Background: an optimization exercise with open tools, aiming at a short achievable clock period. Do not read the settings as production practice.
No run shown here included a check of the RTL's function; only the layout flow was run.
No activity file was given, so power comes from the tool's default toggle rates.

<file path="design.v">
module decoder (
input       wire      [1:0]   alu_fun_d,
output      reg       [3:0]   EN_Signals
);
always @(*) begin
 case (alu_fun_d)
    2'b00:  EN_Signals = 4'b1000;
    2'b01:  EN_Signals = 4'b0100;
    2'b10:  EN_Signals = 4'b0010;
    2'b11:  EN_Signals = 4'b0001;
endcase
end
endmodule
module arithmetic_u #(
    parameter WIDTH = 16)
(
  input  wire               A_EN,
  input  wire [1:0]         ALU_fun_AU,
  input  wire [WIDTH-1:0]   IN1,
  input  wire [WIDTH-1:0]   IN2,
  output reg  [WIDTH-1:0]   Arith_Out,    
  output reg                Carry_Out,
  output wire               Arith_flag,
  output wire               Div_sel,
  output wire               Mul_sel
);
assign Arith_flag = A_EN;
assign Div_sel    = A_EN & (ALU_fun_AU == 2'b11);
assign Mul_sel    = A_EN & (ALU_fun_AU == 2'b10);
always @(*)
begin
    Arith_Out = 0;
    Carry_Out = 0;
    if (A_EN)
      case (ALU_fun_AU)
        2'b00: {Carry_Out, Arith_Out} = IN1 + IN2;
        2'b01: Arith_Out = IN1 - IN2;
        default: Arith_Out = 0;
      endcase
end
endmodule
module mul_u (
  input  wire          CLK,
  input  wire          RST,
  input  wire          EN,
  input  wire [15:0]   A,
  input  wire [15:0]   B,
  output wire [15:0]   P
);
reg [15:0] r_P;
always @(posedge CLK or negedge RST)
begin
    if (!RST)
        r_P <= 16'd0;
    else
        r_P <= EN ? A * B : 16'd0;
end
assign P = r_P;
endmodule
module div_u (
  input  wire          CLK,
  input  wire          RST,
  input  wire          EN,
  input  wire [15:0]   A,
  input  wire [15:0]   B,
  output wire [15:0]   Q
);
wire [20:0] M0 = 21'd0;
wire [20:0] M1 = {{5{1'b0}}, B};
wire [20:0] M2;
wire [20:0] M3;
wire [20:0] M4;
wire [20:0] M5;
wire [20:0] M6;
wire [20:0] M7;
wire [20:0] M8;
wire [20:0] M9;
wire [20:0] M10;
wire [20:0] M11;
wire [20:0] M12;
wire [20:0] M13;
wire [20:0] M14;
wire [20:0] M15;
wire [20:0] M16;
wire [20:0] M17;
wire [20:0] M18;
wire [20:0] M19;
wire [20:0] M20;
wire [20:0] M21;
wire [20:0] M22;
wire [20:0] M23;
wire [20:0] M24;
wire [20:0] M25;
wire [20:0] M26;
wire [20:0] M27;
wire [20:0] M28;
wire [20:0] M29;
wire [20:0] M30;
wire [20:0] M31;
assign M2 = {M1[19:0], 1'b0};
assign M3 = (M1 << 2) - M1;
assign M4 = {M2[19:0], 1'b0};
assign M5 = M1 + (M1 << 2);
assign M6 = {M3[19:0], 1'b0};
assign M7 = (M1 << 3) - M1;
assign M8 = {M4[19:0], 1'b0};
assign M9 = M1 + (M1 << 3);
assign M10 = {M5[19:0], 1'b0};
assign M11 = (M3 << 2) - M1;
assign M12 = {M6[19:0], 1'b0};
assign M13 = M1 + (M3 << 2);
assign M14 = {M7[19:0], 1'b0};
assign M15 = (M1 << 4) - M1;
assign M16 = {M8[19:0], 1'b0};
assign M17 = M1 + (M1 << 4);
assign M18 = {M9[19:0], 1'b0};
assign M19 = (M5 << 2) - M1;
assign M20 = {M10[19:0], 1'b0};
assign M21 = M1 + (M5 << 2);
assign M22 = {M11[19:0], 1'b0};
assign M23 = (M3 << 3) - M1;
assign M24 = {M12[19:0], 1'b0};
assign M25 = M1 + (M3 << 3);
assign M26 = {M13[19:0], 1'b0};
assign M27 = (M7 << 2) - M1;
assign M28 = {M14[19:0], 1'b0};
assign M29 = M1 + (M7 << 2);
assign M30 = {M15[19:0], 1'b0};
assign M31 = (M1 << 5) - M1;
wire [4:0] A_s0;
wire [4:0] A_s1;
wire [2:0] A_s2;
wire [2:0] A_s3;
wire H0_1_c = (B <= 16'd31);
wire H0_2_c = (B <= 16'd15);
wire H0_3_c = (B <= 16'd10);
wire H0_4_c = (B <= 16'd7);
wire H0_5_c = (B <= 16'd6);
wire H0_6_c = (B <= 16'd5);
wire H0_7_c = (B <= 16'd4);
wire H0_8_c = (B <= 16'd3);
wire H0_9_c = (B <= 16'd3);
wire H0_10_c = (B <= 16'd3);
wire H0_11_c = (B <= 16'd2);
wire H0_12_c = (B <= 16'd2);
wire H0_13_c = (B <= 16'd2);
wire H0_14_c = (B <= 16'd2);
wire H0_15_c = (B <= 16'd2);
wire H0_16_c = (B <= 16'd1);
wire H0_17_c = (B <= 16'd1);
wire H0_18_c = (B <= 16'd1);
wire H0_19_c = (B <= 16'd1);
wire H0_20_c = (B <= 16'd1);
wire H0_21_c = (B <= 16'd1);
wire H0_22_c = (B <= 16'd1);
wire H0_23_c = (B <= 16'd1);
wire H0_24_c = (B <= 16'd1);
wire H0_25_c = (B <= 16'd1);
wire H0_26_c = (B <= 16'd1);
wire H0_27_c = (B <= 16'd1);
wire H0_28_c = (B <= 16'd1);
wire H0_29_c = (B <= 16'd1);
wire H0_30_c = (B <= 16'd1);
wire H0_31_c = (B <= 16'd1);
wire H1_1_c = (B <= 16'd1023);
wire H1_2_c = (B <= 16'd511);
wire H1_3_c = (B <= 16'd341);
wire H1_4_c = (B <= 16'd255);
wire H1_5_c = (B <= 16'd204);
wire H1_6_c = (B <= 16'd170);
wire H1_7_c = (B <= 16'd146);
wire H1_8_c = (B <= 16'd127);
wire H1_9_c = (B <= 16'd113);
wire H1_10_c = (B <= 16'd102);
wire H1_11_c = (B <= 16'd93);
wire H1_12_c = (B <= 16'd85);
wire H1_13_c = (B <= 16'd78);
wire H1_14_c = (B <= 16'd73);
wire H1_15_c = (B <= 16'd68);
wire H1_16_c = (B <= 16'd63);
wire H1_17_c = (B <= 16'd60);
wire H1_18_c = (B <= 16'd56);
wire H1_19_c = (B <= 16'd53);
wire H1_20_c = (B <= 16'd51);
wire H1_21_c = (B <= 16'd48);
wire H1_22_c = (B <= 16'd46);
wire H1_23_c = (B <= 16'd44);
wire H1_24_c = (B <= 16'd42);
wire H1_25_c = (B <= 16'd40);
wire H1_26_c = (B <= 16'd39);
wire H1_27_c = (B <= 16'd37);
wire H1_28_c = (B <= 16'd36);
wire H1_29_c = (B <= 16'd35);
wire H1_30_c = (B <= 16'd34);
wire H1_31_c = (B <= 16'd33);
wire H2_1_c = (B <= 16'd8191);
wire H2_2_c = (B <= 16'd4095);
wire H2_3_c = (B <= 16'd2730);
wire H2_4_c = (B <= 16'd2047);
wire H2_5_c = (B <= 16'd1638);
wire H2_6_c = (B <= 16'd1365);
wire H2_7_c = (B <= 16'd1170);
wire H3_2_c = (B <= 16'd32767);
wire H3_3_c = (B <= 16'd21845);
wire H3_4_c = (B <= 16'd16383);
wire H3_5_c = (B <= 16'd13107);
wire H3_6_c = (B <= 16'd10922);
wire H3_7_c = (B <= 16'd9362);
assign A_s0 = A[15:11];
assign A_s1 = A[10:6];
wire [4:0] X0 = A_s0;
wire [5:0] D0_1 = {1'b0, X0} - {1'b0, M1[4:0]};
wire T0_1 = H0_1_c & ~D0_1[5];
wire [5:0] D0_2 = {1'b0, X0} - {1'b0, M2[4:0]};
wire T0_2 = H0_2_c & ~D0_2[5];
wire [5:0] D0_3 = {1'b0, X0} - {1'b0, M3[4:0]};
wire T0_3 = H0_3_c & ~D0_3[5];
wire [5:0] D0_4 = {1'b0, X0} - {1'b0, M4[4:0]};
wire T0_4 = H0_4_c & ~D0_4[5];
wire [5:0] D0_5 = {1'b0, X0} - {1'b0, M5[4:0]};
wire T0_5 = H0_5_c & ~D0_5[5];
wire [5:0] D0_6 = {1'b0, X0} - {1'b0, M6[4:0]};
wire T0_6 = H0_6_c & ~D0_6[5];
wire [5:0] D0_7 = {1'b0, X0} - {1'b0, M7[4:0]};
wire T0_7 = H0_7_c & ~D0_7[5];
wire [5:0] D0_8 = {1'b0, X0} - {1'b0, M8[4:0]};
wire T0_8 = H0_8_c & ~D0_8[5];
wire [5:0] D0_9 = {1'b0, X0} - {1'b0, M9[4:0]};
wire T0_9 = H0_9_c & ~D0_9[5];
wire [5:0] D0_10 = {1'b0, X0} - {1'b0, M10[4:0]};
wire T0_10 = H0_10_c & ~D0_10[5];
wire [5:0] D0_11 = {1'b0, X0} - {1'b0, M11[4:0]};
wire T0_11 = H0_11_c & ~D0_11[5];
wire [5:0] D0_12 = {1'b0, X0} - {1'b0, M12[4:0]};
wire T0_12 = H0_12_c & ~D0_12[5];
wire [5:0] D0_13 = {1'b0, X0} - {1'b0, M13[4:0]};
wire T0_13 = H0_13_c & ~D0_13[5];
wire [5:0] D0_14 = {1'b0, X0} - {1'b0, M14[4:0]};
wire T0_14 = H0_14_c & ~D0_14[5];
wire [5:0] D0_15 = {1'b0, X0} - {1'b0, M15[4:0]};
wire T0_15 = H0_15_c & ~D0_15[5];
wire [5:0] D0_16 = {1'b0, X0} - {1'b0, M16[4:0]};
wire T0_16 = H0_16_c & ~D0_16[5];
wire [5:0] D0_17 = {1'b0, X0} - {1'b0, M17[4:0]};
wire T0_17 = H0_17_c & ~D0_17[5];
wire [5:0] D0_18 = {1'b0, X0} - {1'b0, M18[4:0]};
wire T0_18 = H0_18_c & ~D0_18[5];
wire [5:0] D0_19 = {1'b0, X0} - {1'b0, M19[4:0]};
wire T0_19 = H0_19_c & ~D0_19[5];
wire [5:0] D0_20 = {1'b0, X0} - {1'b0, M20[4:0]};
wire T0_20 = H0_20_c & ~D0_20[5];
wire [5:0] D0_21 = {1'b0, X0} - {1'b0, M21[4:0]};
wire T0_21 = H0_21_c & ~D0_21[5];
wire [5:0] D0_22 = {1'b0, X0} - {1'b0, M22[4:0]};
wire T0_22 = H0_22_c & ~D0_22[5];
wire [5:0] D0_23 = {1'b0, X0} - {1'b0, M23[4:0]};
wire T0_23 = H0_23_c & ~D0_23[5];
wire [5:0] D0_24 = {1'b0, X0} - {1'b0, M24[4:0]};
wire T0_24 = H0_24_c & ~D0_24[5];
wire [5:0] D0_25 = {1'b0, X0} - {1'b0, M25[4:0]};
wire T0_25 = H0_25_c & ~D0_25[5];
wire [5:0] D0_26 = {1'b0, X0} - {1'b0, M26[4:0]};
wire T0_26 = H0_26_c & ~D0_26[5];
wire [5:0] D0_27 = {1'b0, X0} - {1'b0, M27[4:0]};
wire T0_27 = H0_27_c & ~D0_27[5];
wire [5:0] D0_28 = {1'b0, X0} - {1'b0, M28[4:0]};
wire T0_28 = H0_28_c & ~D0_28[5];
wire [5:0] D0_29 = {1'b0, X0} - {1'b0, M29[4:0]};
wire T0_29 = H0_29_c & ~D0_29[5];
wire [5:0] D0_30 = {1'b0, X0} - {1'b0, M30[4:0]};
wire T0_30 = H0_30_c & ~D0_30[5];
wire [5:0] D0_31 = {1'b0, X0} - {1'b0, M31[4:0]};
wire T0_31 = H0_31_c & ~D0_31[5];
wire S0_t0 = 1'b1;
wire S0_t32 = 1'b0;
wire S0_0 = S0_t0 & ~T0_1;
wire S0_1 = T0_1 & ~T0_2;
wire S0_2 = T0_2 & ~T0_3;
wire S0_3 = T0_3 & ~T0_4;
wire S0_4 = T0_4 & ~T0_5;
wire S0_5 = T0_5 & ~T0_6;
wire S0_6 = T0_6 & ~T0_7;
wire S0_7 = T0_7 & ~T0_8;
wire S0_8 = T0_8 & ~T0_9;
wire S0_9 = T0_9 & ~T0_10;
wire S0_10 = T0_10 & ~T0_11;
wire S0_11 = T0_11 & ~T0_12;
wire S0_12 = T0_12 & ~T0_13;
wire S0_13 = T0_13 & ~T0_14;
wire S0_14 = T0_14 & ~T0_15;
wire S0_15 = T0_15 & ~T0_16;
wire S0_16 = T0_16 & ~T0_17;
wire S0_17 = T0_17 & ~T0_18;
wire S0_18 = T0_18 & ~T0_19;
wire S0_19 = T0_19 & ~T0_20;
wire S0_20 = T0_20 & ~T0_21;
wire S0_21 = T0_21 & ~T0_22;
wire S0_22 = T0_22 & ~T0_23;
wire S0_23 = T0_23 & ~T0_24;
wire S0_24 = T0_24 & ~T0_25;
wire S0_25 = T0_25 & ~T0_26;
wire S0_26 = T0_26 & ~T0_27;
wire S0_27 = T0_27 & ~T0_28;
wire S0_28 = T0_28 & ~T0_29;
wire S0_29 = T0_29 & ~T0_30;
wire S0_30 = T0_30 & ~T0_31;
wire S0_31 = T0_31 & ~S0_t32;
wire Qd0_0 = S0_1 | S0_3 | S0_5 | S0_7 | S0_9 | S0_11 | S0_13 | S0_15 | S0_17 | S0_19 | S0_21 | S0_23 | S0_25 | S0_27 | S0_29 | S0_31;
wire Qd0_1 = S0_2 | S0_3 | S0_6 | S0_7 | S0_10 | S0_11 | S0_14 | S0_15 | S0_18 | S0_19 | S0_22 | S0_23 | S0_26 | S0_27 | S0_30 | S0_31;
wire Qd0_2 = S0_4 | S0_5 | S0_6 | S0_7 | S0_12 | S0_13 | S0_14 | S0_15 | S0_20 | S0_21 | S0_22 | S0_23 | S0_28 | S0_29 | S0_30 | S0_31;
wire Qd0_3 = S0_8 | S0_9 | S0_10 | S0_11 | S0_12 | S0_13 | S0_14 | S0_15 | S0_24 | S0_25 | S0_26 | S0_27 | S0_28 | S0_29 | S0_30 | S0_31;
wire Qd0_4 = S0_16 | S0_17 | S0_18 | S0_19 | S0_20 | S0_21 | S0_22 | S0_23 | S0_24 | S0_25 | S0_26 | S0_27 | S0_28 | S0_29 | S0_30 | S0_31;
wire [4:0] Qd0 = {Qd0_4, Qd0_3, Qd0_2, Qd0_1, Qd0_0};
wire [4:0] R1 = ({5{S0_0}} & X0[4:0])
    | ({5{S0_1}} & D0_1[4:0])
    | ({5{S0_2}} & D0_2[4:0])
    | ({5{S0_3}} & D0_3[4:0])
    | ({5{S0_4}} & D0_4[4:0])
    | ({5{S0_5}} & D0_5[4:0])
    | ({5{S0_6}} & D0_6[4:0])
    | ({5{S0_7}} & D0_7[4:0])
    | ({5{S0_8}} & D0_8[4:0])
    | ({5{S0_9}} & D0_9[4:0])
    | ({5{S0_10}} & D0_10[4:0])
    | ({5{S0_11}} & D0_11[4:0])
    | ({5{S0_12}} & D0_12[4:0])
    | ({5{S0_13}} & D0_13[4:0])
    | ({5{S0_14}} & D0_14[4:0])
    | ({5{S0_15}} & D0_15[4:0])
    | ({5{S0_16}} & D0_16[4:0])
    | ({5{S0_17}} & D0_17[4:0])
    | ({5{S0_18}} & D0_18[4:0])
    | ({5{S0_19}} & D0_19[4:0])
    | ({5{S0_20}} & D0_20[4:0])
    | ({5{S0_21}} & D0_21[4:0])
    | ({5{S0_22}} & D0_22[4:0])
    | ({5{S0_23}} & D0_23[4:0])
    | ({5{S0_24}} & D0_24[4:0])
    | ({5{S0_25}} & D0_25[4:0])
    | ({5{S0_26}} & D0_26[4:0])
    | ({5{S0_27}} & D0_27[4:0])
    | ({5{S0_28}} & D0_28[4:0])
    | ({5{S0_29}} & D0_29[4:0])
    | ({5{S0_30}} & D0_30[4:0])
    | ({5{S0_31}} & D0_31[4:0]);
wire [9:0] X1 = {R1, A_s1};
wire [10:0] D1_1 = {1'b0, X1} - {1'b0, M1[9:0]};
wire T1_1 = H1_1_c & ~D1_1[10];
wire [10:0] D1_2 = {1'b0, X1} - {1'b0, M2[9:0]};
wire T1_2 = H1_2_c & ~D1_2[10];
wire [10:0] D1_3 = {1'b0, X1} - {1'b0, M3[9:0]};
wire T1_3 = H1_3_c & ~D1_3[10];
wire [10:0] D1_4 = {1'b0, X1} - {1'b0, M4[9:0]};
wire T1_4 = H1_4_c & ~D1_4[10];
wire [10:0] D1_5 = {1'b0, X1} - {1'b0, M5[9:0]};
wire T1_5 = H1_5_c & ~D1_5[10];
wire [10:0] D1_6 = {1'b0, X1} - {1'b0, M6[9:0]};
wire T1_6 = H1_6_c & ~D1_6[10];
wire [10:0] D1_7 = {1'b0, X1} - {1'b0, M7[9:0]};
wire T1_7 = H1_7_c & ~D1_7[10];
wire [10:0] D1_8 = {1'b0, X1} - {1'b0, M8[9:0]};
wire T1_8 = H1_8_c & ~D1_8[10];
wire [10:0] D1_9 = {1'b0, X1} - {1'b0, M9[9:0]};
wire T1_9 = H1_9_c & ~D1_9[10];
wire [10:0] D1_10 = {1'b0, X1} - {1'b0, M10[9:0]};
wire T1_10 = H1_10_c & ~D1_10[10];
wire [10:0] D1_11 = {1'b0, X1} - {1'b0, M11[9:0]};
wire T1_11 = H1_11_c & ~D1_11[10];
wire [10:0] D1_12 = {1'b0, X1} - {1'b0, M12[9:0]};
wire T1_12 = H1_12_c & ~D1_12[10];
wire [10:0] D1_13 = {1'b0, X1} - {1'b0, M13[9:0]};
wire T1_13 = H1_13_c & ~D1_13[10];
wire [10:0] D1_14 = {1'b0, X1} - {1'b0, M14[9:0]};
wire T1_14 = H1_14_c & ~D1_14[10];
wire [10:0] D1_15 = {1'b0, X1} - {1'b0, M15[9:0]};
wire T1_15 = H1_15_c & ~D1_15[10];
wire [10:0] D1_16 = {1'b0, X1} - {1'b0, M16[9:0]};
wire T1_16 = H1_16_c & ~D1_16[10];
wire [10:0] D1_17 = {1'b0, X1} - {1'b0, M17[9:0]};
wire T1_17 = H1_17_c & ~D1_17[10];
wire [10:0] D1_18 = {1'b0, X1} - {1'b0, M18[9:0]};
wire T1_18 = H1_18_c & ~D1_18[10];
wire [10:0] D1_19 = {1'b0, X1} - {1'b0, M19[9:0]};
wire T1_19 = H1_19_c & ~D1_19[10];
wire [10:0] D1_20 = {1'b0, X1} - {1'b0, M20[9:0]};
wire T1_20 = H1_20_c & ~D1_20[10];
wire [10:0] D1_21 = {1'b0, X1} - {1'b0, M21[9:0]};
wire T1_21 = H1_21_c & ~D1_21[10];
wire [10:0] D1_22 = {1'b0, X1} - {1'b0, M22[9:0]};
wire T1_22 = H1_22_c & ~D1_22[10];
wire [10:0] D1_23 = {1'b0, X1} - {1'b0, M23[9:0]};
wire T1_23 = H1_23_c & ~D1_23[10];
wire [10:0] D1_24 = {1'b0, X1} - {1'b0, M24[9:0]};
wire T1_24 = H1_24_c & ~D1_24[10];
wire [10:0] D1_25 = {1'b0, X1} - {1'b0, M25[9:0]};
wire T1_25 = H1_25_c & ~D1_25[10];
wire [10:0] D1_26 = {1'b0, X1} - {1'b0, M26[9:0]};
wire T1_26 = H1_26_c & ~D1_26[10];
wire [10:0] D1_27 = {1'b0, X1} - {1'b0, M27[9:0]};
wire T1_27 = H1_27_c & ~D1_27[10];
wire [10:0] D1_28 = {1'b0, X1} - {1'b0, M28[9:0]};
wire T1_28 = H1_28_c & ~D1_28[10];
wire [10:0] D1_29 = {1'b0, X1} - {1'b0, M29[9:0]};
wire T1_29 = H1_29_c & ~D1_29[10];
wire [10:0] D1_30 = {1'b0, X1} - {1'b0, M30[9:0]};
wire T1_30 = H1_30_c & ~D1_30[10];
wire [10:0] D1_31 = {1'b0, X1} - {1'b0, M31[9:0]};
wire T1_31 = H1_31_c & ~D1_31[10];
wire S1_t0 = 1'b1;
wire S1_t32 = 1'b0;
wire S1_0 = S1_t0 & ~T1_1;
wire S1_1 = T1_1 & ~T1_2;
wire S1_2 = T1_2 & ~T1_3;
wire S1_3 = T1_3 & ~T1_4;
wire S1_4 = T1_4 & ~T1_5;
wire S1_5 = T1_5 & ~T1_6;
wire S1_6 = T1_6 & ~T1_7;
wire S1_7 = T1_7 & ~T1_8;
wire S1_8 = T1_8 & ~T1_9;
wire S1_9 = T1_9 & ~T1_10;
wire S1_10 = T1_10 & ~T1_11;
wire S1_11 = T1_11 & ~T1_12;
wire S1_12 = T1_12 & ~T1_13;
wire S1_13 = T1_13 & ~T1_14;
wire S1_14 = T1_14 & ~T1_15;
wire S1_15 = T1_15 & ~T1_16;
wire S1_16 = T1_16 & ~T1_17;
wire S1_17 = T1_17 & ~T1_18;
wire S1_18 = T1_18 & ~T1_19;
wire S1_19 = T1_19 & ~T1_20;
wire S1_20 = T1_20 & ~T1_21;
wire S1_21 = T1_21 & ~T1_22;
wire S1_22 = T1_22 & ~T1_23;
wire S1_23 = T1_23 & ~T1_24;
wire S1_24 = T1_24 & ~T1_25;
wire S1_25 = T1_25 & ~T1_26;
wire S1_26 = T1_26 & ~T1_27;
wire S1_27 = T1_27 & ~T1_28;
wire S1_28 = T1_28 & ~T1_29;
wire S1_29 = T1_29 & ~T1_30;
wire S1_30 = T1_30 & ~T1_31;
wire S1_31 = T1_31 & ~S1_t32;
wire Qd1_0 = S1_1 | S1_3 | S1_5 | S1_7 | S1_9 | S1_11 | S1_13 | S1_15 | S1_17 | S1_19 | S1_21 | S1_23 | S1_25 | S1_27 | S1_29 | S1_31;
wire Qd1_1 = S1_2 | S1_3 | S1_6 | S1_7 | S1_10 | S1_11 | S1_14 | S1_15 | S1_18 | S1_19 | S1_22 | S1_23 | S1_26 | S1_27 | S1_30 | S1_31;
wire Qd1_2 = S1_4 | S1_5 | S1_6 | S1_7 | S1_12 | S1_13 | S1_14 | S1_15 | S1_20 | S1_21 | S1_22 | S1_23 | S1_28 | S1_29 | S1_30 | S1_31;
wire Qd1_3 = S1_8 | S1_9 | S1_10 | S1_11 | S1_12 | S1_13 | S1_14 | S1_15 | S1_24 | S1_25 | S1_26 | S1_27 | S1_28 | S1_29 | S1_30 | S1_31;
wire Qd1_4 = S1_16 | S1_17 | S1_18 | S1_19 | S1_20 | S1_21 | S1_22 | S1_23 | S1_24 | S1_25 | S1_26 | S1_27 | S1_28 | S1_29 | S1_30 | S1_31;
wire [4:0] Qd1 = {Qd1_4, Qd1_3, Qd1_2, Qd1_1, Qd1_0};
wire [9:0] R2 = ({10{S1_0}} & X1[9:0])
    | ({10{S1_1}} & D1_1[9:0])
    | ({10{S1_2}} & D1_2[9:0])
    | ({10{S1_3}} & D1_3[9:0])
    | ({10{S1_4}} & D1_4[9:0])
    | ({10{S1_5}} & D1_5[9:0])
    | ({10{S1_6}} & D1_6[9:0])
    | ({10{S1_7}} & D1_7[9:0])
    | ({10{S1_8}} & D1_8[9:0])
    | ({10{S1_9}} & D1_9[9:0])
    | ({10{S1_10}} & D1_10[9:0])
    | ({10{S1_11}} & D1_11[9:0])
    | ({10{S1_12}} & D1_12[9:0])
    | ({10{S1_13}} & D1_13[9:0])
    | ({10{S1_14}} & D1_14[9:0])
    | ({10{S1_15}} & D1_15[9:0])
    | ({10{S1_16}} & D1_16[9:0])
    | ({10{S1_17}} & D1_17[9:0])
    | ({10{S1_18}} & D1_18[9:0])
    | ({10{S1_19}} & D1_19[9:0])
    | ({10{S1_20}} & D1_20[9:0])
    | ({10{S1_21}} & D1_21[9:0])
    | ({10{S1_22}} & D1_22[9:0])
    | ({10{S1_23}} & D1_23[9:0])
    | ({10{S1_24}} & D1_24[9:0])
    | ({10{S1_25}} & D1_25[9:0])
    | ({10{S1_26}} & D1_26[9:0])
    | ({10{S1_27}} & D1_27[9:0])
    | ({10{S1_28}} & D1_28[9:0])
    | ({10{S1_29}} & D1_29[9:0])
    | ({10{S1_30}} & D1_30[9:0])
    | ({10{S1_31}} & D1_31[9:0]);
reg [9:0] r_R;
reg [9:0] r_Q;
reg [5:0] r_A;
reg [15:0] r_M1;
reg [15:0] r_M3;
reg [15:0] r_M5;
reg [15:0] r_M7;
reg [0:0] r_H2_1;
reg [0:0] r_H2_2;
reg [0:0] r_H2_3;
reg [0:0] r_H2_4;
reg [0:0] r_H2_5;
reg [0:0] r_H2_6;
reg [0:0] r_H2_7;
reg [0:0] r_H3_2;
reg [0:0] r_H3_3;
reg [0:0] r_H3_4;
reg [0:0] r_H3_5;
reg [0:0] r_H3_6;
reg [0:0] r_H3_7;
reg [0:0] r_EN;
always @(posedge CLK or negedge RST)
begin
    if (!RST)
      begin
        r_R <= 10'd0;
        r_Q <= 10'd0;
        r_A <= 6'd0;
        r_M1 <= 16'd0;
        r_M3 <= 16'd0;
        r_M5 <= 16'd0;
        r_M7 <= 16'd0;
        r_H2_1 <= 1'd0;
        r_H2_2 <= 1'd0;
        r_H2_3 <= 1'd0;
        r_H2_4 <= 1'd0;
        r_H2_5 <= 1'd0;
        r_H2_6 <= 1'd0;
        r_H2_7 <= 1'd0;
        r_H3_2 <= 1'd0;
        r_H3_3 <= 1'd0;
        r_H3_4 <= 1'd0;
        r_H3_5 <= 1'd0;
        r_H3_6 <= 1'd0;
        r_H3_7 <= 1'd0;
        r_EN <= 1'd0;
      end
    else
      begin
        r_R <= R2;
        r_Q <= {Qd0, Qd1};
        r_A <= A[5:0];
        r_M1 <= M1[15:0];
        r_M3 <= M3[15:0];
        r_M5 <= M5[15:0];
        r_M7 <= M7[15:0];
        r_H2_1 <= H2_1_c;
        r_H2_2 <= H2_2_c;
        r_H2_3 <= H2_3_c;
        r_H2_4 <= H2_4_c;
        r_H2_5 <= H2_5_c;
        r_H2_6 <= H2_6_c;
        r_H2_7 <= H2_7_c;
        r_H3_2 <= H3_2_c;
        r_H3_3 <= H3_3_c;
        r_H3_4 <= H3_4_c;
        r_H3_5 <= H3_5_c;
        r_H3_6 <= H3_6_c;
        r_H3_7 <= H3_7_c;
        r_EN <= EN;
      end
end
wire [15:0] r_M2 = {r_M1, 1'd0};
wire [15:0] r_M4 = {r_M1, 2'd0};
wire [15:0] r_M6 = {r_M3, 1'd0};
assign A_s2 = r_A[5:3];
assign A_s3 = r_A[2:0];
wire [12:0] X2 = {r_R, A_s2};
wire [13:0] D2_1 = {1'b0, X2} - {1'b0, r_M1[12:0]};
wire T2_1 = r_H2_1 & ~D2_1[13];
wire [13:0] D2_2 = {1'b0, X2} - {1'b0, r_M2[12:0]};
wire T2_2 = r_H2_2 & ~D2_2[13];
wire [13:0] D2_3 = {1'b0, X2} - {1'b0, r_M3[12:0]};
wire T2_3 = r_H2_3 & ~D2_3[13];
wire [13:0] D2_4 = {1'b0, X2} - {1'b0, r_M4[12:0]};
wire T2_4 = r_H2_4 & ~D2_4[13];
wire [13:0] D2_5 = {1'b0, X2} - {1'b0, r_M5[12:0]};
wire T2_5 = r_H2_5 & ~D2_5[13];
wire [13:0] D2_6 = {1'b0, X2} - {1'b0, r_M6[12:0]};
wire T2_6 = r_H2_6 & ~D2_6[13];
wire [13:0] D2_7 = {1'b0, X2} - {1'b0, r_M7[12:0]};
wire T2_7 = r_H2_7 & ~D2_7[13];
wire S2_t0 = 1'b1;
wire S2_t8 = 1'b0;
wire S2_0 = S2_t0 & ~T2_1;
wire S2_1 = T2_1 & ~T2_2;
wire S2_2 = T2_2 & ~T2_3;
wire S2_3 = T2_3 & ~T2_4;
wire S2_4 = T2_4 & ~T2_5;
wire S2_5 = T2_5 & ~T2_6;
wire S2_6 = T2_6 & ~T2_7;
wire S2_7 = T2_7 & ~S2_t8;
wire Qd2_0 = S2_1 | S2_3 | S2_5 | S2_7;
wire Qd2_1 = S2_2 | S2_3 | S2_6 | S2_7;
wire Qd2_2 = S2_4 | S2_5 | S2_6 | S2_7;
wire [2:0] Qd2 = {Qd2_2, Qd2_1, Qd2_0};
wire [12:0] R3 = ({13{S2_0}} & X2[12:0])
    | ({13{S2_1}} & D2_1[12:0])
    | ({13{S2_2}} & D2_2[12:0])
    | ({13{S2_3}} & D2_3[12:0])
    | ({13{S2_4}} & D2_4[12:0])
    | ({13{S2_5}} & D2_5[12:0])
    | ({13{S2_6}} & D2_6[12:0])
    | ({13{S2_7}} & D2_7[12:0]);
wire [15:0] X3 = {R3, A_s3};
wire [16:0] D3_1 = {1'b0, X3} - {1'b0, r_M1[15:0]};
wire T3_1 = ~D3_1[16];
wire [16:0] D3_2 = {1'b0, X3} - {1'b0, r_M2[15:0]};
wire T3_2 = r_H3_2 & ~D3_2[16];
wire [16:0] D3_3 = {1'b0, X3} - {1'b0, r_M3[15:0]};
wire T3_3 = r_H3_3 & ~D3_3[16];
wire [16:0] D3_4 = {1'b0, X3} - {1'b0, r_M4[15:0]};
wire T3_4 = r_H3_4 & ~D3_4[16];
wire [16:0] D3_5 = {1'b0, X3} - {1'b0, r_M5[15:0]};
wire T3_5 = r_H3_5 & ~D3_5[16];
wire [16:0] D3_6 = {1'b0, X3} - {1'b0, r_M6[15:0]};
wire T3_6 = r_H3_6 & ~D3_6[16];
wire [16:0] D3_7 = {1'b0, X3} - {1'b0, r_M7[15:0]};
wire T3_7 = r_H3_7 & ~D3_7[16];
wire S3_t0 = 1'b1;
wire S3_t8 = 1'b0;
wire S3_0 = S3_t0 & ~T3_1;
wire S3_1 = T3_1 & ~T3_2;
wire S3_2 = T3_2 & ~T3_3;
wire S3_3 = T3_3 & ~T3_4;
wire S3_4 = T3_4 & ~T3_5;
wire S3_5 = T3_5 & ~T3_6;
wire S3_6 = T3_6 & ~T3_7;
wire S3_7 = T3_7 & ~S3_t8;
wire Qd3_0 = S3_1 | S3_3 | S3_5 | S3_7;
wire Qd3_1 = S3_2 | S3_3 | S3_6 | S3_7;
wire Qd3_2 = S3_4 | S3_5 | S3_6 | S3_7;
wire [2:0] Qd3 = {Qd3_2, Qd3_1, Qd3_0};
assign Q = {16{r_EN}} & {r_Q, Qd2, Qd3};
endmodule
module logic_u # (
    parameter WIDTH=16)
(
  input    wire                  CLK,
  input    wire                  L_EN,
  input    wire   [1:0]          ALU_fun_LU,
  input    wire   [WIDTH-1 :0]   IN1, 
  input    wire   [WIDTH-1 :0]   IN2, 
  output   reg    [WIDTH-1 :0]   Logic_Out,                 
  output   reg                   Logic_flag
);
always @(*) 
begin
    if (L_EN)
      begin
        Logic_flag = 1 ;
        case (ALU_fun_LU)
          2'b00:  Logic_Out             =   IN1 & IN2;
          2'b01:  Logic_Out             =   IN1 | IN2;
          2'b10:  Logic_Out             = ~(IN1 & IN2);
          2'b11:  Logic_Out             = ~(IN1 | IN2);
        endcase  
      end
    else
      begin
      Logic_Out  = 0; 
      Logic_flag = 0;
      end
end
endmodule
module cmp_u # (
    parameter   WIDTH =16)
(
  input    wire                  CLK,
  input    wire                  C_EN,
  input    wire   [1:0]          ALU_fun_CU,
  input    wire   [WIDTH-1 :0]   IN1, 
  input    wire   [WIDTH-1 :0]   IN2, 
  output   reg    [WIDTH-1 :0]   CMP_Out,                  
  output   reg                   CMP_flag
);
always @(*) 
begin
    if (C_EN)
      begin
     CMP_flag = 1 ;
        case (ALU_fun_CU)
          2'b00:  CMP_Out       = 0;
          2'b01:  CMP_Out       =(IN1==IN2)? 'd1:0;
          2'b10:  CMP_Out       =(IN1>IN2)?  'd2:0;
          2'b11:  CMP_Out       =(IN1<IN2)?  'd3:0;
        endcase  
      end
    else
      begin
     CMP_Out  = 0; 
     CMP_flag = 0;
      end
end
endmodule
module shift_u# (
    parameter   WIDTH =16)
(
  input    wire                  CLK,
  input    wire                  S_EN,
  input    wire   [1:0]          ALU_fun_SU,
  input    wire   [WIDTH-1 :0]   IN1, 
  input    wire   [WIDTH-1 :0]   IN2, 
  output   reg    [WIDTH-1 :0]   SHIFT_Out,                  
  output   reg                   SHIFT_Flag
);
always @(*) 
begin
    if (S_EN)
      begin
     SHIFT_Flag = 1 ;
        case (ALU_fun_SU)
          2'b00:  SHIFT_Out       = IN1 >>1;
          2'b01:  SHIFT_Out       = IN1 <<1;
          2'b10:  SHIFT_Out       = IN2 >>1;
          2'b11:  SHIFT_Out       = IN2 <<1;
        endcase  
      end
    else
      begin
     SHIFT_Out   = 0; 
     SHIFT_Flag = 0;
      end
end
endmodule
module ALU_TOP #(
parameter WIDTH =16)
(
  input    wire                       CLK,RST,
  input    wire       [3:0]           ALU_FUN,
  input    wire       [WIDTH-1:0]     A,B,
  output   wire       [WIDTH-1:0]     Arith_Out,
  output   reg        [WIDTH-1:0]     Logic_Out,
  output   reg        [WIDTH-1:0]     CMP_Out,
  output   reg        [WIDTH-1:0]     SHIFT_Out,
  output   reg                        Carry_Out,
  output   reg        [3:0]           flags_reg
);
wire    [3:0] EN_D_out ;   
wire   [WIDTH-1:0]  Arith_Out_c,Logic_Out_c;
wire   [WIDTH-1:0]  CMP_Out_c,SHIFT_Out_c;
wire                Arith_F_c,Logic_F_c,Carry_Out_c;
wire                CMP_F_c,SHIFT_F_c;
wire   [3:0]        flags_c;
wire                Div_sel_c,Mul_sel_c;
wire   [WIDTH-1:0]  Div_Q,Mul_P;
reg    [WIDTH-1:0]  Arith_r;    
assign  flags_c = {SHIFT_F_c,CMP_F_c,Logic_F_c,Arith_F_c} ;
assign  Arith_Out = Arith_r | Div_Q | Mul_P ;
always @(posedge CLK or negedge RST )
begin
    if (!RST)
     begin
        Arith_r   <= 0;
        Carry_Out <= 0;
        Logic_Out <= 0;
        CMP_Out   <= 0;
        SHIFT_Out <= 0;
        flags_reg <= 0;
     end
    else
     begin
        Arith_r   <= Arith_Out_c;
        Carry_Out <= Carry_Out_c;
        Logic_Out <= Logic_Out_c;
        CMP_Out   <= CMP_Out_c;
        SHIFT_Out <= SHIFT_Out_c;
        flags_reg <= flags_c;
     end
end
decoder d_U (
.alu_fun_d(ALU_FUN[3:2]),
.EN_Signals(EN_D_out)
);
arithmetic_u A_U (
.IN1(A),
.IN2(B),
.A_EN(EN_D_out[3]),
.ALU_fun_AU(ALU_FUN[1:0]),
.Arith_Out(Arith_Out_c),
.Carry_Out(Carry_Out_c),
.Arith_flag(Arith_F_c),
.Div_sel(Div_sel_c),
.Mul_sel(Mul_sel_c)
);
mul_u M_U (
.CLK(CLK),
.RST(RST),
.EN(Mul_sel_c),
.A(A),
.B(B),
.P(Mul_P)
);
div_u D_U (
.CLK(CLK),
.RST(RST),
.EN(Div_sel_c),
.A(A),
.B(B),
.Q(Div_Q)
);
logic_u L_U (
.IN1(A),
.IN2(B),
.CLK(CLK),
.L_EN(EN_D_out[2]),
.ALU_fun_LU(ALU_FUN[1:0]),
.Logic_Out(Logic_Out_c),
.Logic_flag(Logic_F_c)
);
cmp_u C_U (
.IN1(A),
.IN2(B),
.CLK(CLK),
.C_EN(EN_D_out[1]),
.ALU_fun_CU(ALU_FUN[1:0]),
.CMP_Out(CMP_Out_c),
.CMP_flag(CMP_F_c)
);
shift_u S_U (
.IN1(A),
.IN2(B),
.CLK(CLK),
.S_EN(EN_D_out[0]),
.ALU_fun_SU(ALU_FUN[1:0]),
.SHIFT_Out(SHIFT_Out_c),
.SHIFT_Flag(SHIFT_F_c)
);
endmodule
</file>
<file path="flow/run.sh">
#!/bin/bash
# The standard layout (standard.sh: ORFS with the design's SDC and
# settings), except that repair_timing gets a large setup margin, so the
# resizer keeps shortening the critical paths well past the 34 ns that the
# SDC asks for.
set -euo pipefail
bash standard.sh SETUP_SLACK_MARGIN=25 finish > standard_flow.log 2>&1
</file>
<file path="standard.sh">
#!/bin/bash
# synth_recipe.tcl (not shown) runs the flow's synth.tcl, then flattens the netlist and writes it again
# the make line also repeats each setting of config.mk as NAME=value (left out here)
make -C /OpenROAD-flow-scripts/flow DESIGN_CONFIG=/design/flow/config.mk WORK_HOME=/design/flow/orfs CLKGATE_MAP_FILE= SYNTH_SCRIPT=/design/flow/synth_recipe.tcl "${@:-finish}"
</file>
<file path="config.mk">
export PLATFORM = sky130hd
export DESIGN_NAME = ALU_TOP
export DESIGN_NICKNAME = ALU_TOP
export VERILOG_FILES = /design/flow/design.v
export SDC_FILE = /design/flow/constraint.sdc
export NUM_CORES = 4
export LEC_CHECK = 0
export CAP_MARGIN = 20
export CORE_MARGIN = 2
export CORE_UTILIZATION = 40
export SLEW_MARGIN = 20
</file>
<file path="constraint.sdc">
create_clock -name core_clock -period 34.0 [get_ports {CLK}]
set_input_delay 6.8000 -clock core_clock [delete_from_list [all_inputs] [get_ports {CLK}]]
set_output_delay 6.8000 -clock core_clock [all_outputs]
set_load 0.01 [all_outputs]
</file>
==> results of run 1 <==
-- logic make-up after synthesis --
family | share of synthesized area
other | 0.0001017
AOI/OAI and AO/OA | 0.2408
xor gates and xnor gates | 0.1062
and+or+nand+nor | 0.1819
DFF | 0.1154
adders and majority gates | 0.2873
buffers and inverters | 0.05563
muxes | 0.01262
-- path summary, 6_finish.rpt --
path / start / to / slack, ns / depth (start not counted)
max: B[1] / D_U.r_R[6] / 21.04 / 26
min in group core_clock: A[3] / D_U.r_A[3] / 6.56 / 1
max in group asynchronous: RST / D_U.r_R[6] / 26.18 / 2
min: RST / Arith_r[7] / 6.27 / 1
-- worst max-delay path, cell delays in order --
cell,delay [ns]
buf_6,0.08
buf_12,0.12
clkinvlp_4,0.22
ha_4,0.29
xor2_4,0.24
clkinvlp_4,0.20
ha_4,0.32
nor2_4,0.04
a21oi_4,0.23
o31ai_4,0.09
a311oi_2,0.42
nor2_1,0.09
or3_4,0.42
nor3_4,0.32
o221ai_4,0.25
bufbuf_16,0.40
ha_1,0.26
or3_1,0.36
or3_1,0.33
a311o_1,0.41
and2_4,0.21
o21ai_4,0.13
o2111ai_2,0.20
or4_4,0.57
nor3_4,0.15
o2111ai_2,0.11
-- stage by stage --
stage	power, uW	hold WS, ns
after global placement	1731	6.822
after detailed placement	1731	6.823
after global routing	2456	6.279
final	2340	6.266
after CTS	2197	6.269
after floorplan	1257	6.504
-- cell type report --
type,count,area (um2),share of cell area
flip-flops and latches,170,4272,0.08728
inverters,395,1669,0.03410
diodes,2,5.005,0.0001023
repair buffers,586,5806,0.1186
well taps,1186,1484,0.03032
multi-input cells,3931,35090,0.7171
clock buffers,17,425.4,0.008692
clock inverters,14,175.2,0.003579
repair inverters,1,11.26,0.0002301
-- routing by layer --
metal / up-vias / track usage / part of all wire
li1: 17690 / - / -
met1: 19650 / 0.5038 / 0.37
met2: 2542 / 0.6163 / 0.41
met3: 784 / 0.1196 / 0.11
met4: 6 / 0.3406 / 0.10
met5: - / 0 / 0.00019
-- repair_timing --
item	4_1_cts	5_1_grt
pin swaps	214	153
setup buffers	317	90
resized for setup	813	233
setup endpoints to repair	93	64
gates cloned	17	2
hold endpoints to repair	0	0
-- cells in the final DEF (no fill, tap or decap), drive strengths merged, types with 132 or more instances in the layout --
cell,instances
a21o,132
nand2,243
buf,509
dfrtp,170
a21oi,338
xor2,148
inv,376
xnor2,299
ha,669
nor2,451
o21ai,207
-- power breakdown --
group / leakage (uW) / switching [uW] / internal, uW
clock network: 0.000290 / 111 / 105
logic: 0.0193 / 1110 / 778
registers: 0.00215 / 14.6 / 221
==> results.yml, run 1 <==
timing:
  fin_ws_ns: 21.04
  fmax_mhz: 77.17
  max-slew-margin-rel: 0.05186
  rsz0062_at_grt: "yes"
  fin_crit_ns: 12.96
  final_max_slew_viol_count: 0
  setup-violations-final: 0
  min_period_over_period: 0.3811
  hold_viol_final: 0
  worst_pin_slew_ns: 1.407
  tns_ns: 0
pwr:
  irDropWorstVdd_uv: 59.33
  power_density_nw_per_um2: 47.82
  p_leak_uw: 0.02179
job:
  max_cap_violations: 0
place:
  dp.cells: 5843
  gp_congestion: 1.095
  hpwl_mm: 147.2
  postPlaceCellArea_um2: 39850
  io_buffers: 92
  detailedPlace.worstSlack_ns: 18.05
synthesis:
  ys_seq_area_frac: 0.1154
  yosys-top-cells-area: "ha_1 (23%), dfrtp_1 (12%), xnor2_1 (7.1%)"
  synth-seq-cells: 170
  synth_top_area_share: 0.2270
  netlist_instances: 4608
  async_reset_ff_frac: 1.000
  synthFlopType: "dfrtp_1"
  yosys_warnings: 8
  synth_common_cells: "ha_1 (669), nor2_1 (450), inv_1 (387)"
  yosysMostFrequentCell: "ha_1"
  yosysTopAreaCell: "ha_1"
  synthesis.area_um2: 36870
  synth_edf_count: 0
  synth_area_per_cell_um2: 8.001
  ys_types: 100
grt:
  grt_antenna_before_repair: 9
  grt.overflow.total: 0
  grt_first_pass_wirelength_mm: 282.5
  grt_max_degree: 64
  grt_use_total: 0.4175
  grt_pass1_vias: 38960
floorplan:
  initial_core_util: 0.4028
  ioPinCount: 107
  fp.dieArea_um2: 94610
  core_area_um2: 91520
  die_x_um: 307.6
  rows: 111
  die_y_um: 307.6
clock_tree:
  ctsLongestPathBuffers: 2
  cts_root_buffer: "clkbuf_16"
  htree_num_levels: 4
  path_clk_slew_ns: 0.10
  holdBufCountCts: 0
  cts_tree: "yes"
  cts.sinks: 170
  cts_buffers: 17
final_layout:
  drive_gt1_frac: 0.2519
  layoutNonFillerInstCount: 6302
  area_delta_synth_final_pct: 32.75
  fin_nets: 5918
  design_area_um2: 48940
  finish.utilization: 0.5347
  fillers: 8496
hold_path:
  min_path_type: "in2async"
detailed_routing:
  ant_nets: 0
  drt_iter0_drc: 4604
  wl_mm: 204.1
  vias_per_cell: 6.452
  routedWlPerCell_um: 32.39
  vias: 40660
  firstDrtPassIters: 8
  drc: 0
status:
  status: "finished clean"
worst_setup_path:
  crit_fanout: 16
  crit_path_start_kind: "primary input"
  cp.required_ns: 34.35
  end_kind: "flip-flop"
  path_class: "in2reg"
  crit_arrival_ns: 13.30
==> run 2: changes to the inputs <==
==> flow/run.sh (replaced) <==
#!/bin/bash
# The standard layout (standard.sh: ORFS with the design's SDC and
# settings), with two changes:
#  - repair_timing gets a large setup margin, so the resizer keeps shortening
#    the critical paths well past the 34 ns that the SDC asks for;
#  - the port buffers that buffer_ports inserts are buf_4 cells rather than
#    the slow delay cells it picks by default.
set -euo pipefail
bash standard.sh SETUP_SLACK_MARGIN=25 'BUFFER_PORTS_ARGS=-buffer_cell sky130_fd_sc_hd__buf_4' finish > standard_flow.log 2>&1
==> run 2 against run 1 <==
Combinational power hardly changed. Global-route usage down 1.5 points. Routed wire length shrank 3.4%. Count of clock-buffer cells in the layout up 2. Fmax down 0.11%. Cell count decreased by 0.71%. Sequential power hardly changed. Worst hold slack worse by 0.037 ns. Design area decreased by 1.2%. Highest routed layer unchanged. Critical path depth down 1. Largest power group unchanged. Critical path type unchanged. Largest cell class unchanged. Core utilization shrank 0.62 points.
==> results.yml, run 2 <==
floorplan:
  die_x_um: 307.6
  initial_core_util: 0.4028
  die_y_um: 307.6
  core_area_um2: 91520
  fp.dieArea_um2: 94610
  ioPinCount: 107
  rows: 111
synthesis:
  synth-seq-cells: 170
  yosys_warnings: 8
  synth_top_family_by_area: "adder cells"
  netlist_instances: 4608
  yosysTopAreaCell: "ha_1"
  synthFlopType: "dfrtp_1"
  synth_common_cells: "ha_1 (669), nor2_1 (450), inv_1 (387)"
  synthMuxAreaShare: 0.01263
  synthAdderAreaFrac: 0.2873
  ys_types: 100
  yosysMostFrequentCell: "ha_1"
  synth_simple_gate_area_frac: 0.1819
  synthesis.area_um2: 36870
  synth_area_per_cell_um2: 8.001
  async_reset_ff_frac: 1.000
  yosys-top-cells-area: "ha_1 (23%), dfrtp_1 (12%), xnor2_1 (7.1%)"
  synth_xor_area_frac: 0.1062
  synth_edf_count: 0
  synth_compound_area_frac: 0.2408
  ys_seq_area_frac: 0.1154
  synth_top_area_share: 0.2270
final_layout:
  area_delta_synth_final_pct: 31.22
  fin_nets: 5862
  layout_commonest_cell: "ha_1"
  drive_gt1_frac: 0.2584
  final_cell_mix: "ha_1 (548), buf_4 (414), nor2_1 (412), inv_1 (342), xnor2_1 (284)"
  finish.utilization: 0.5286
timing:
  max-slew-margin-rel: 0.08719
  rsz0062_at_grt: "yes"
  hold_viol_final: 0
  fin_crit_ns: 12.97
  fin_ws_ns: 21.03
  hold_slack_ns: 6.229
  final_max_slew_viol_count: 0
  setup-violations-final: 0
  worst_pin_slew_ns: 1.359
  fmax_mhz: 77.09
  min_period_over_period: 0.3815
  tns_ns: 0
clock_tree:
  path_clk_slew_ns: 0.10
  cts.sinks: 170
  htree_num_levels: 4
  ctsLongestPathBuffers: 2
  cts_root_buffer: "clkbuf_16"
  cts_tree: "yes"
  cts_buffers: 17
worst_setup_path:
  slowest_delay_ns: 0.53
  crit_arrival_ns: 13.36
  end_kind: "flip-flop"
  cp.required_ns: 34.39
  critPathLaunch: "B[0]"
  worst_path_max_delay_cell: "a222oi_1"
  crit_path_start_kind: "primary input"
  crit_fanout: 8
  path_class: "in2reg"
pwr:
  power_density_nw_per_um2: 47.91
  total_power_uw: 2318
  p_leak_uw: 0.02154
  irDropWorstVdd_uv: 60.54
place:
  io_buffers: 92
  detailedPlace.worstSlack_ns: 17.78
  hpwl_mm: 145.9
  gp_congestion: 1.106
detailed_routing:
  ant_nets: 0
  drc: 0
  vias_per_cell: 6.472
  vias: 40500
  wl_mm: 197.2
  drt_iter0_drc: 4884
  firstDrtPassIters: 9
  routedWlPerCell_um: 31.52
grt:
  grt.overflow.total: 0
  grt_use_total: 0.4022
  grt_antenna_before_repair: 23
  grt_max_degree: 68
  grt_first_pass_wirelength_mm: 274.0
  grt_pass1_vias: 38030
status:
  status: "finished clean"
job:
  max_cap_violations: 0
hold_path:
  min_path_type: "in2async"
[run 2: timing repair]
action                                  4_1_cts  5_1_grt
gates resized for setup                     703      253
cloned                                       14        2
endpoints found under the setup margin       87       64
buffers inserted                            277       96
hold buffers                                  0        0
pin swaps                                   295      226
[run 2: kinds of logic after synthesis]
kind of cell	count (synthesis)
adders and majority gates	782
and+or+nand+nor	1352
DFF	170
AOI/OAI and AO/OA	1305
buffers and inverters	522
muxes	29
other	1
xor gates and xnor gates	447
[run 2: worst max path at each step]
stage               slack [ns]          to  cells after the start
finish                   21.03  D_U.r_R[4]                     25
global route             21.04  D_U.r_R[4]                     25
CTS                      21.30  D_U.r_R[4]                     26
detailed placement       17.78  D_U.r_R[2]                     26
global placement         17.88  D_U.r_R[2]                     26
floorplan                19.91  D_U.r_R[1]                     26
[run 2: power by group]
group	total (uW)	internal, uW	leakage [uW]	switching (uW)
sequential	237	221	0.00215	15.1
clock	216	101	0.000281	116
combinational	1860	770	0.0191	1100
[run 2: area by class of cell]
cell class	instances	area (um2)
repair inverters	1	11.26
flip-flops and latches	170	4273
well taps	1186	1484
repair buffers	530	5126
multi-input cells	3931	35200
fillers	8494	43150
inverters	395	1657
clock inverters	13	152.6
clock buffers	19	442.9
diodes	12	30.03
[run 2: through the flow]
stage               area [um2]  instances
finish                   48380       6257
floorplan                37670       4621
global placement         39540       5824
detailed placement       39540       5824
global route             48350       6246
CTS                      46300       6147
[run 2: worst max-delay path: cells and delay by family]
kind / cells / cell delay [ns]
fa+ha+maj: 2 / 0.62
xor+xnor: 1 / 0.33
buf+inv: 6 / 1.38
compound gates: 7 / 1.58
simple gates: 9 / 2.63
[run 2: metal layers]
layer  global-route usage  vias to the layer above  part of all wire
met4               0.2984                       12             0.091
met3               0.1116                      779              0.11
met5             0.004651                        -           0.00039
met1               0.4853                    19550              0.38
met2               0.6097                     2561              0.42
li1                     -                    17600                 -

-- port drivers added, routing unchanged --
The results above use ideal ports. As a check the final layouts listed here were re-extracted and re-timed, cells and wires unchanged.
Step 1 sets driving cells, clkbuf_16 on the clock port and buf_2 on the other inputs (assumed; they add their load-dependent delay and slew).
Step 2 times the ports against the registers' clock, not the clock port: input delays grow and output delays shrink by t, the midpoint of the rising clock arrivals with the driver on.
a / b / c = ideal ports / drivers / drivers and shift; a / b = the first two.
| run | shift t [ns] | slack for setup (ns) | worst setup path after step 2 | worst slew at a driven data input, ns |
|---|---|---|---|---|
| run 1 | 0.548 | 21.042 / 21.028 / 20.480 | input to register | 0.25 |
| run 2 | 0.551 | 21.028 / 20.877 / 20.326 | input to register | 0.25 |
After both steps every run listed still meets setup and hold. The setup slack of run 2, which loses most, moves by -0.151 ns with the drivers and by -0.702 ns with both steps.
